This design comes from an exercise in tuning for small area and a short achievable clock period on the open sky130 flow, not from production work.
At most, simulation tests tie the RTL to the original design; equivalence was not proved.
Power is estimated from default activity; no workload was simulated.

// camera_to_axis
module camera_to_axis (
    input          clk,
    input          rst,
    input          i_frame_start,
    input          i_data_valid,
    input  [23:0]  i_data,
    input  [11:0]  i_vres,
    input  [11:0]  i_hres,
    input          i_tready,
    output         o_tvalid,
    output         o_tlast,
    output         o_tuser,
    output [23:0]  o_tdata,
    output [15:0]  o_frames_skipped,
    output         o_pushback_detected
);
    Camera_To_AXIS_Converter u_conv (
        .clk                 (clk),
        .rst                 (rst),
        .i_frame_start       (i_frame_start),
        .i_data_valid        (i_data_valid),
        .i_data              (i_data),
        .i_vres              (i_vres),
        .i_hres              (i_hres),
        .i_tready            (i_tready),
        .o_tvalid            (o_tvalid),
        .o_tlast             (o_tlast),
        .o_tuser             (o_tuser),
        .o_tdata             (o_tdata),
        .o_frames_skipped    (o_frames_skipped),
        .o_pushback_detected (o_pushback_detected)
    );
endmodule
==> module Camera_To_AXIS_Converter, before the edit <==
module Camera_To_AXIS_Converter (
    input             clk,
    input             rst,
    input             i_frame_start,
    input             i_data_valid,
    input      [23:0] i_data,
    input      [11:0] i_vres,
    input      [11:0] i_hres,
    input             i_tready,
    output            o_tvalid,
    output            o_tlast,
    output            o_tuser,
    output     [23:0] o_tdata,
    output reg [15:0] o_frames_skipped,
    output reg        o_pushback_detected
);
    reg        fs_d;         
    reg        dv_d0;
    reg        dv_fe, dv_re, fs_re;
    reg        q;            
    reg [11:0] v_count;
    reg [23:0] data_d0;
    wire fs_rise = ~fs_d & i_frame_start;
    always @(posedge clk or posedge rst) begin
        if (rst) begin
            fs_d    <= 1'b0;
            dv_d0   <= 1'b0;
            dv_fe   <= 1'b0;
            dv_re   <= 1'b0;
            fs_re   <= 1'b0;
            q       <= 1'b1;
            v_count <= 12'd0;
        end else begin
            fs_d  <= i_frame_start;
            dv_d0 <= i_data_valid;
            dv_fe <= dv_d0 & ~i_data_valid;
            dv_re <= ~dv_d0 & i_data_valid;
            fs_re <= fs_rise;
            if (fs_re)
                q <= 1'b1;
            else if (dv_re && v_count == 12'd1)
                q <= 1'b0;
            if (fs_rise)
                v_count <= 12'd0;
            else if (dv_fe)
                v_count <= v_count + 12'd1;
        end
    end
    always @(posedge clk)
        data_d0 <= i_data;
    reg r1, r2, r3;
    always @(posedge clk or posedge rst) begin
        if (rst) r1 <= 1'b1;
        else     r1 <= 1'b0;
    end
    always @(posedge clk) begin
        r2 <= r1;
        r3 <= r2;
    end
    reg [6:0] wr_ptr_ahead;
    reg [6:0] wr_ptr;
    reg [6:0] rd_ptr_d1;     
    reg [25:0] mem [0:63];
    wire full_next = (wr_ptr_ahead[6] != rd_ptr_d1[6]) & (wr_ptr_ahead[5:0] == rd_ptr_d1[5:0]);
    wire v_nz_next = ~fs_rise & (dv_fe ? (v_count != 12'hfff) : (v_count != 12'd0));
    wire wr_now    = ~full_next & ~r2 & dv_d0 & v_nz_next;
    always @(posedge clk or posedge rst) begin
        if (rst)     wr_ptr_ahead <= 7'd0;
        else if (r2) wr_ptr_ahead <= 7'd0;
        else         wr_ptr_ahead <= wr_ptr_ahead + {6'd0, wr_now};
    end
    always @(posedge clk) begin
        wr_ptr <= wr_ptr_ahead;
        if (wr_now)
            mem[wr_ptr_ahead[5:0]] <= {dv_re & q, dv_d0 & ~i_data_valid, data_d0};
    end
    reg [6:0]  rd_ptr;
    reg [6:0]  wr_ptr_d1, wr_ptr_d2;
    reg        tv0, tv1;
    reg [25:0] st0, st1;
    reg        skip_frame;
    reg        tvalid_q;
    wire empty = rd_ptr == wr_ptr_d2;
    wire ready = i_tready | skip_frame;
    wire ld1   = ready | ~tv1;
    wire ld0   = ld1 | ~tv0;
    wire rd_en = ld0 & ~empty & ~r3;
    reg  [7:0] rd_lo, rd_hi;
    reg  [25:0] rd_grp [0:7];
    reg  [25:0] rd_data;
    integer g, k;
    always @(*) begin
        for (g = 0; g < 8; g = g + 1) begin
            rd_grp[g] = 26'd0;
            for (k = 0; k < 8; k = k + 1)
                rd_grp[g] = rd_grp[g] | (mem[8*g+k] & {26{rd_lo[k]}});
        end
        rd_data = 26'd0;
        for (g = 0; g < 8; g = g + 1)
            rd_data = rd_data | (rd_grp[g] & {26{rd_hi[g]}});
    end
    wire tv1_next = rst ? 1'b0 : (ld1 ? tv0 : tv1);
    always @(posedge clk) begin
        if (rst) begin
            rd_ptr    <= 7'd0;
            rd_lo     <= 8'd1;
            rd_hi     <= 8'd1;
            rd_ptr_d1 <= 7'd0;
            wr_ptr_d1 <= 7'd0;
            wr_ptr_d2 <= 7'd0;
            tv0       <= 1'b0;
        end else begin
            rd_ptr    <= r3 ? 7'd0 : rd_ptr + {6'd0, rd_en};
            if (r3) begin
                rd_lo <= 8'd1;
                rd_hi <= 8'd1;
            end else if (rd_en) begin
                rd_lo <= {rd_lo[6:0], rd_lo[7]};
                if (rd_lo[7]) rd_hi <= {rd_hi[6:0], rd_hi[7]};
            end
            rd_ptr_d1 <= rd_ptr;
            wr_ptr_d1 <= wr_ptr;
            wr_ptr_d2 <= wr_ptr_d1;
            tv0       <= ~r3 & (~ld0 | ~empty);
        end
        tv1 <= tv1_next;
        if (ld1) st1 <= st0;
        if (ld0) st0 <= rd_data;
    end
    reg [13:0] h_cnt1, v_cnt1;
    wire skip_set = tv1 & st1[25] & ~i_tready & ~skip_frame;
    wire skip_end = (h_cnt1 == {2'b00, i_hres}) & (v_cnt1 == {2'b00, i_vres});
    wire h_lt = (i_hres == 12'd0) | (h_cnt1 < {2'b00, i_hres});
    wire v_lt = (i_vres == 12'd0) | (v_cnt1 < {2'b00, i_vres});
    wire [13:0] h_inc = h_cnt1[13] ? 14'd1 : h_cnt1 + 14'd1;
    wire [13:0] v_inc = v_cnt1[13] ? 14'd1 : v_cnt1 + 14'd1;
    wire skip_next = rst ? 1'b0 : skip_set ? 1'b1 : skip_end ? 1'b0 : skip_frame;
    always @(posedge clk) begin
        skip_frame <= skip_next;
        tvalid_q   <= tv1_next & ~skip_next;
        if (rst) begin
            o_frames_skipped    <= 16'd0;
            o_pushback_detected <= 1'b0;
        end else if (skip_set) begin
            o_frames_skipped    <= o_frames_skipped + 16'd1;
            o_pushback_detected <= 1'b1;
        end
        if (rst || !skip_frame) begin
            h_cnt1 <= 14'd1;
            v_cnt1 <= 14'd1;
        end else if (tv1) begin
            if (h_lt) begin
                h_cnt1 <= h_inc;
            end else begin
                h_cnt1 <= 14'd1;
                v_cnt1 <= v_lt ? v_inc : 14'd1;
            end
        end
    end
    assign o_tvalid = tvalid_q;
    assign o_tdata  = st1[23:0];
    assign o_tlast  = st1[24];
    assign o_tuser  = st1[25];
endmodule
clock: 5.0 ns
lec_check: 0
cap_margin: 20
core_margin: 2
core_utilization: 45
cts_cluster_diameter: 60
cts_cluster_size: 30
place_density: 0.6
setup_slack_margin: 2.5
slew_margin: 20
run.sh (not shown) runs the stock make flow with config.mk's settings and CLKGATE_MAP_FILE= SYNTH_SCRIPT=/design/flow/synth_recipe.tcl, a recipe that flattens the netlist after the stock synthesis.
==> next run, changes <==
--- a/flow/design.v
+++ b/flow/design.v
@@ -62,8 +62,9 @@
     reg [6:0] rd_ptr_d1;     
     reg [25:0] mem [0:63];
     wire full_next = (wr_ptr_ahead[6] != rd_ptr_d1[6]) & (wr_ptr_ahead[5:0] == rd_ptr_d1[5:0]);
-    wire v_nz_next = ~fs_rise & (dv_fe ? (v_count != 12'hfff) : (v_count != 12'd0));
-    wire wr_now    = ~full_next & ~r2 & dv_d0 & v_nz_next;
+    wire v_nz_inc  = dv_fe ? (v_count != 12'hfff) : (v_count != 12'd0);
+    wire wr_try    = ~full_next & ~r2 & dv_d0 & v_nz_inc;
+    wire wr_now    = wr_try & ~fs_rise;
     always @(posedge clk or posedge rst) begin
         if (rst)     wr_ptr_ahead <= 7'd0;
         else if (r2) wr_ptr_ahead <= 7'd0;
@@ -71,7 +72,7 @@
     end
     always @(posedge clk) begin
         wr_ptr <= wr_ptr_ahead;
-        if (wr_now)
+        if (wr_try)
             mem[wr_ptr_ahead[5:0]] <= {dv_re & q, dv_d0 & ~i_data_valid, data_d0};
     end
     reg [6:0]  rd_ptr;
Result: The changed run produced a clean layout. Non-clock buffer count came out higher by 88. Worst setup slack got worse by 0.089 ns. Final area is higher by 1.3%. Sequential share of layout area goes down by 0.85 points. Global-route usage went up by 0.85 points. Synthesized cell count is lower by 0.47%. Synthesized area barely changes. Wire length rises by 0.64%. Register-to-register slack got worse by 0.09 ns. Die area barely changes. Power falls by 0.48%.
For the second run of this note, only the layout was checked, not whether the RTL still works.

## static timing again, ports no longer ideal
The results above use ideal ports. As a check the final layouts listed here were re-extracted and re-timed, cells and wires unchanged. Step 1 (the two cells are an assumption about what drives the block):
set clk [get_ports {clk}]
set_driving_cell -lib_cell sky130_fd_sc_hd__clkbuf_16 $clk
set_driving_cell -lib_cell sky130_fd_sc_hd__buf_2 [delete_from_list [all_inputs] $clk]
Step 2 moves the port delays by t, midway between the first and last clock arrival at a register: inputs arrive t later, outputs are due t later. That takes back most of the time a late clock gives input paths. Slacks: no drivers / after step 1 / after step 2; pairs: no drivers / after step 1.
run | t, ns | setup WS [ns] | worst setup path at the end | worst slew at a driven data input, ns
the first run | 0.847 | 2.207 / 2.207 / 1.524 | input to register | 0.05
the second run | 0.865 | 2.118 / 2.118 / 1.723 | input to register | 0.06
After both steps setup and hold are still met in every run listed. For the first run, which loses most, drivers alone change the setup slack by 0.000 ns; drivers and shift together by -0.683 ns.
